Source: an optimization exercise on an open RTL-to-GDS flow (aim: small area and a short achievable clock period). Production flows keep margins and buffers that such runs may drop. Where RTL was checked, it was by simulation tests only, not by an equivalence proof against the original.

// seq_mem_4port
module seq_mem_4port
#(
  parameter WIDTH = 32,
  parameter SIZE = 32,
  parameter IDX_SIZE = 5
) (
  input  wire logic                clk,
  input  wire logic                reset,
  input  wire logic [IDX_SIZE-1:0] port0_addr,
  input  wire logic [IDX_SIZE-1:0] port1_addr,
  input  wire logic [IDX_SIZE-1:0] port2_addr,
  input  wire logic [IDX_SIZE-1:0] port3_addr,
  input  wire logic                port0_en,
  input  wire logic                port1_en,
  input  wire logic                port2_en,
  input  wire logic                port3_en,
  output      logic                port0_done,
  output      logic                port1_done,
  output      logic                port2_done,
  output      logic                port3_done,
  output      logic [ WIDTH-1:0] port0_read_data,
  output      logic [ WIDTH-1:0] port1_read_data,
  output      logic [ WIDTH-1:0] port2_read_data,
  output      logic [ WIDTH-1:0] port3_read_data,
  input  wire logic [ WIDTH-1:0] port0_write_data,
  input  wire logic [ WIDTH-1:0] port1_write_data,
  input  wire logic [ WIDTH-1:0] port2_write_data,
  input  wire logic [ WIDTH-1:0] port3_write_data,
  input  wire logic              port0_we,
  input  wire logic              port1_we,
  input  wire logic              port2_we,
  input  wire logic              port3_we
);
Size: ~12000 cells after synthesis, about 290 I/O pins, about 98000 um2 of cells after synthesis.
==> flow/config.mk <==
export PLATFORM = sky130hd
export DESIGN_NAME = seq_mem_4port
export DESIGN_NICKNAME = seq_mem_4port
export VERILOG_FILES = /design/flow/design.v
export SDC_FILE = /design/flow/constraint.sdc
export NUM_CORES = 4
export LEC_CHECK = 0
export CAP_MARGIN = 20
export CORE_MARGIN = 2
export CORE_UTILIZATION = 25
export CTS_CLUSTER_DIAMETER = 150
export CTS_CLUSTER_SIZE = 30
export PLACE_DENSITY = 0.5
export SETUP_SLACK_MARGIN = 1.8
export SLEW_MARGIN = 20
==> flow/constraint.sdc <==
create_clock -name core_clock -period 4.0 [get_ports {clk}]
set_input_delay 0.8000 -clock core_clock [delete_from_list [all_inputs] [get_ports {clk}]]
set_output_delay 0.8000 -clock core_clock [all_outputs]
set_load 0.01 [all_outputs]
standard.sh (not shown) runs the stock make flow with config.mk's settings and CLKGATE_MAP_FILE= SYNTH_SCRIPT=/design/flow/synth_recipe.tcl, a recipe that flattens the netlist after the stock synthesis.
==> flow/flow/run.sh <==
#!/bin/bash
# The standard layout, with the memory array's flip-flops placed in a regular
# grid before global placement (flow/preplace.tcl) and released after it
# (flow/unfix.tcl). Each step's full output is in orfs/logs; standard.sh's
# own output is in standard.log.
set -euo pipefail
here=$(pwd)
export ARRAY_PITCH_X=${ARRAY_PITCH_X:-15}
export ARRAY_PITCH_Y=${ARRAY_PITCH_Y:-15}
export PRE_GLOBAL_PLACE_SKIP_IO_TCL=$here/flow/preplace.tcl
export PRE_GLOBAL_PLACE_TCL=$here/flow/preplace_check.tcl
export POST_GLOBAL_PLACE_TCL=$here/flow/unfix.tcl
bash standard.sh > standard.log 2>&1
==> flow/flow/preplace.tcl <==
# Place the memory array's flip-flops in a regular grid (bit b in column b,
# word w in row w) at the centre of the core and fix them for global
# placement; unfix.tcl releases them afterwards.
set block [ord::get_db_block]
set pitch_x $::env(ARRAY_PITCH_X)
set pitch_y $::env(ARRAY_PITCH_Y)
set dbu [$block getDbUnitsPerMicron]
set core [$block getCoreArea]
set cx [expr {([$core xMin] + [$core xMax]) / 2}]
set cy [expr {([$core yMin] + [$core yMax]) / 2}]
set px [expr {round($pitch_x * $dbu)}]
set py [expr {round($pitch_y * $dbu)}]
set x0 [expr {$cx - 16 * $px}]
set y0 [expr {$cy - 16 * $py}]

# rows by their y origin
set rows {}
foreach row [$block getRows] {
  set o [$row getOrigin]
  lappend rows [list [lindex $o 1] [lindex $o 0] $row]
}
set rows [lsort -integer -index 0 $rows]
set row_h [[[lindex [lindex $rows 0] 2] getSite] getHeight]
set site_w [[[lindex [lindex $rows 0] 2] getSite] getWidth]
set ry0 [lindex [lindex $rows 0] 0]

# occupied x intervals per row index, from the cells already placed (tap cells)
array set occ {}
foreach inst [$block getInsts] {
  if {![$inst isPlaced]} continue
  set bb [$inst getBBox]
  set r [expr {([$bb yMin] - $ry0) / $row_h}]
  lappend occ($r) [list [$bb xMin] [$bb xMax]]
}

proc free_at {r x w} {
  upvar occ occ
  if {![info exists occ($r)]} { return 1 }
  foreach iv $occ($r) {
    if {$x < [lindex $iv 1] && $x + $w > [lindex $iv 0]} { return 0 }
  }
  return 1
}

set n 0
foreach inst [$block getInsts] {
  set name [$inst getName]
  if {![regexp {^mem\\?\[(\d+)\\?\]\\?\[(\d+)\\?\]} $name -> w b]} continue
  set master [$inst getMaster]
  set w_dbu [$master getWidth]
  set tx [expr {$x0 + $b * $px}]
  set ty [expr {$y0 + $w * $py}]
  set r [expr {int(round(double($ty - $ry0) / $row_h))}]
  set rowrec [lindex $rows $r]
  set rx0 [lindex $rowrec 1]
  set x [expr {$rx0 + (($tx - $rx0) / $site_w) * $site_w}]
  while {![free_at $r $x $w_dbu]} { set x [expr {$x + $site_w}] }
  lappend occ($r) [list $x [expr {$x + $w_dbu}]]
  $inst setOrient [[lindex $rowrec 2] getOrient]
  $inst setLocation $x [lindex $rowrec 0]
  $inst setPlacementStatus FIRM
  incr n
}
puts "preplace: fixed $n memory flip-flops in a 32 x 32 grid, pitch $pitch_x x $pitch_y um"
Other scripts of this flow, unchanged in this note and not shown: flow/flow/preplace_check.tcl, flow/flow/unfix.tcl
The starting point never finished: it broke off in global routing.
Rerun with:
--- a/flow/flow/run.sh
+++ b/flow/flow/run.sh
@@ -6,6 +6,6 @@
 set -euo pipefail
 here=$(pwd)
-export ARRAY_PITCH_X=${ARRAY_PITCH_X:-15}
-export ARRAY_PITCH_Y=${ARRAY_PITCH_Y:-15}
+export ARRAY_PITCH_X=${ARRAY_PITCH_X:-12.5}
+export ARRAY_PITCH_Y=${ARRAY_PITCH_Y:-12.5}
 export PRE_GLOBAL_PLACE_SKIP_IO_TCL=$here/flow/preplace.tcl
 export PRE_GLOBAL_PLACE_TCL=$here/flow/preplace_check.tcl
- CORE_UTILIZATION: 25 -> 40
- PLACE_DENSITY: 0.5 -> default
- SETUP_SLACK_MARGIN: 1.8 -> 1.6
The changed run failed in global routing (GRT-0116).
Synthesized cell count does not change.
Synthesized area stays the same.

---

seq_mem_4port, a different RTL version from the one above (not shown whole).
For scale: about 12000 cells after synthesis, about 1800 flip-flops, ~290 I/O pins, about 95000 sq um of cells after synthesis.
make LEC_CHECK=0 CAP_MARGIN=20 CORE_MARGIN=2 CORE_UTILIZATION=35 SETUP_SLACK_MARGIN=1.6 SLEW_MARGIN=20 finish   # period 4.0 ns
run.sh (not shown) runs the stock make flow with config.mk's settings and CLKGATE_MAP_FILE= SYNTH_SCRIPT=/design/flow/synth_recipe.tcl, a recipe that flattens the netlist after the stock synthesis.
Stock flow here: none of the scripts above is used.
The starting point stopped in 5_1_grt, error GRT-0116.
Change:
- CORE_UTILIZATION: 35 -> 50
- The changed run ended with an error in 5_1_grt
- synthesized cell count does not change
- synthesized area does not change
Function was not checked in any run of this note: the RTL went through the layout flow alone.

---

seq_mem_4port with an RTL version that a note above also has.
For scale: about 9500 cells after synthesis, about 86000 um2 of cells after synthesis.
export LEC_CHECK = 0
export CAP_MARGIN = 20
export CORE_MARGIN = 2
export CORE_UTILIZATION = 22
export CTS_CLUSTER_DIAMETER = 100
export CTS_CLUSTER_SIZE = 20
export PLACE_DENSITY = 0.45
export SETUP_SLACK_MARGIN = 1.8
export SLEW_MARGIN = 20
create_clock -name core_clock -period 4.0 [get_ports {clk}]
standard.sh (not shown) runs the stock make flow with config.mk's settings and CLKGATE_MAP_FILE= SYNTH_SCRIPT=/design/flow/synth_recipe.tcl, a recipe that flattens the netlist after the stock synthesis.
==> flow/flow/run.sh <==
#!/bin/bash
# The standard layout, with one change in synthesis: the combinational logic
# is mapped with flow/area.abc instead of ORFS's speed script (flow/abc_proc.tcl
# swaps the script in ABC's arguments). Registers are mapped as in the
# standard synthesis. Each step's full output is in orfs/logs; standard.sh's
# own output is in standard.log.
set -euo pipefail
here=$(pwd)
export AREA_ABC_SCRIPT=$here/flow/area.abc
{ head -n 1 synth_recipe.tcl; cat flow/abc_proc.tcl; tail -n +2 synth_recipe.tcl; } > area_synth.tcl
bash standard.sh SYNTH_SCRIPT=$here/area_synth.tcl > standard.log 2>&1
==> flow/flow/abc_proc.tcl <==
# Map the logic with flow/area.abc (area-recovering mapping) in place of
# ORFS's speed script, and without a222oi_1, which has no stronger size;
# everything else in the synthesis is the standard flow's own.
proc abc {args} {
  set i [lsearch -exact $args -script]
  if {$i >= 0} { lset args [expr {$i + 1}] $::env(AREA_ABC_SCRIPT) }
  yosys abc {*}$args -dont_use sky130_fd_sc_hd__a222oi_1
}
==> flow/flow/area.abc <==
&get -n
&st
&syn2
&dch -f
&nf -R 1000
&put
Then changed:
==> flow/run.sh (new file) <==
#!/bin/bash
# synth_recipe.tcl (not shown) runs the flow's synth.tcl, then flattens the netlist and writes it again
# the make line also repeats each setting of config.mk as NAME=value (left out here)
make -C /OpenROAD-flow-scripts/flow DESIGN_CONFIG=/design/flow/config.mk WORK_HOME=/design/flow/orfs CLKGATE_MAP_FILE= SYNTH_SCRIPT=/design/flow/synth_recipe.tcl finish
- CORE_UTILIZATION: 22 -> 30
- CTS_CLUSTER_DIAMETER: 100 -> 150
- CTS_CLUSTER_SIZE: 20 -> 30
- PLACE_DENSITY: 0.45 -> unset
removed: flow/flow/run.sh
removed: flow/flow/abc_proc.tcl
removed: flow/flow/area.abc
removed: flow/standard.sh
=> Now the flow aborted during 5_1_grt; synthesized cell count grows by a quarter to a third; area after synthesis came out higher by roughly a tenth.

-- port drivers added, routing unchanged --
How much do the figures lean on ideal ports? The routed layout below was timed once more, with nothing changed but the port constraints. Step 1 sets driving cells, clkbuf_16 on the clock port and buf_2 on the other inputs (assumed; they add their load-dependent delay and slew). Step 2 adds t to the input delays and takes it off the output delays; t is the mean of the earliest and latest rising clock arrival at the registers after step 1. Input paths then give back, and output paths get back, about the clock's delay inside the block. Three values: no drivers, after step 1, after step 2; two values: the first two.
run: the first run of note 3
t, ns: 1.016
setup slack, ns: 1.309 / 1.377 / 0.362
hold slack, ns: 0.032 / -0.022 / 0.318
worst data-port slew with drivers (ns): 0.12
After both steps setup and hold are still met in the first run of note 3. The setup slack of the first run of note 3 moves by +0.068 ns with the drivers and by -0.947 ns with both steps.
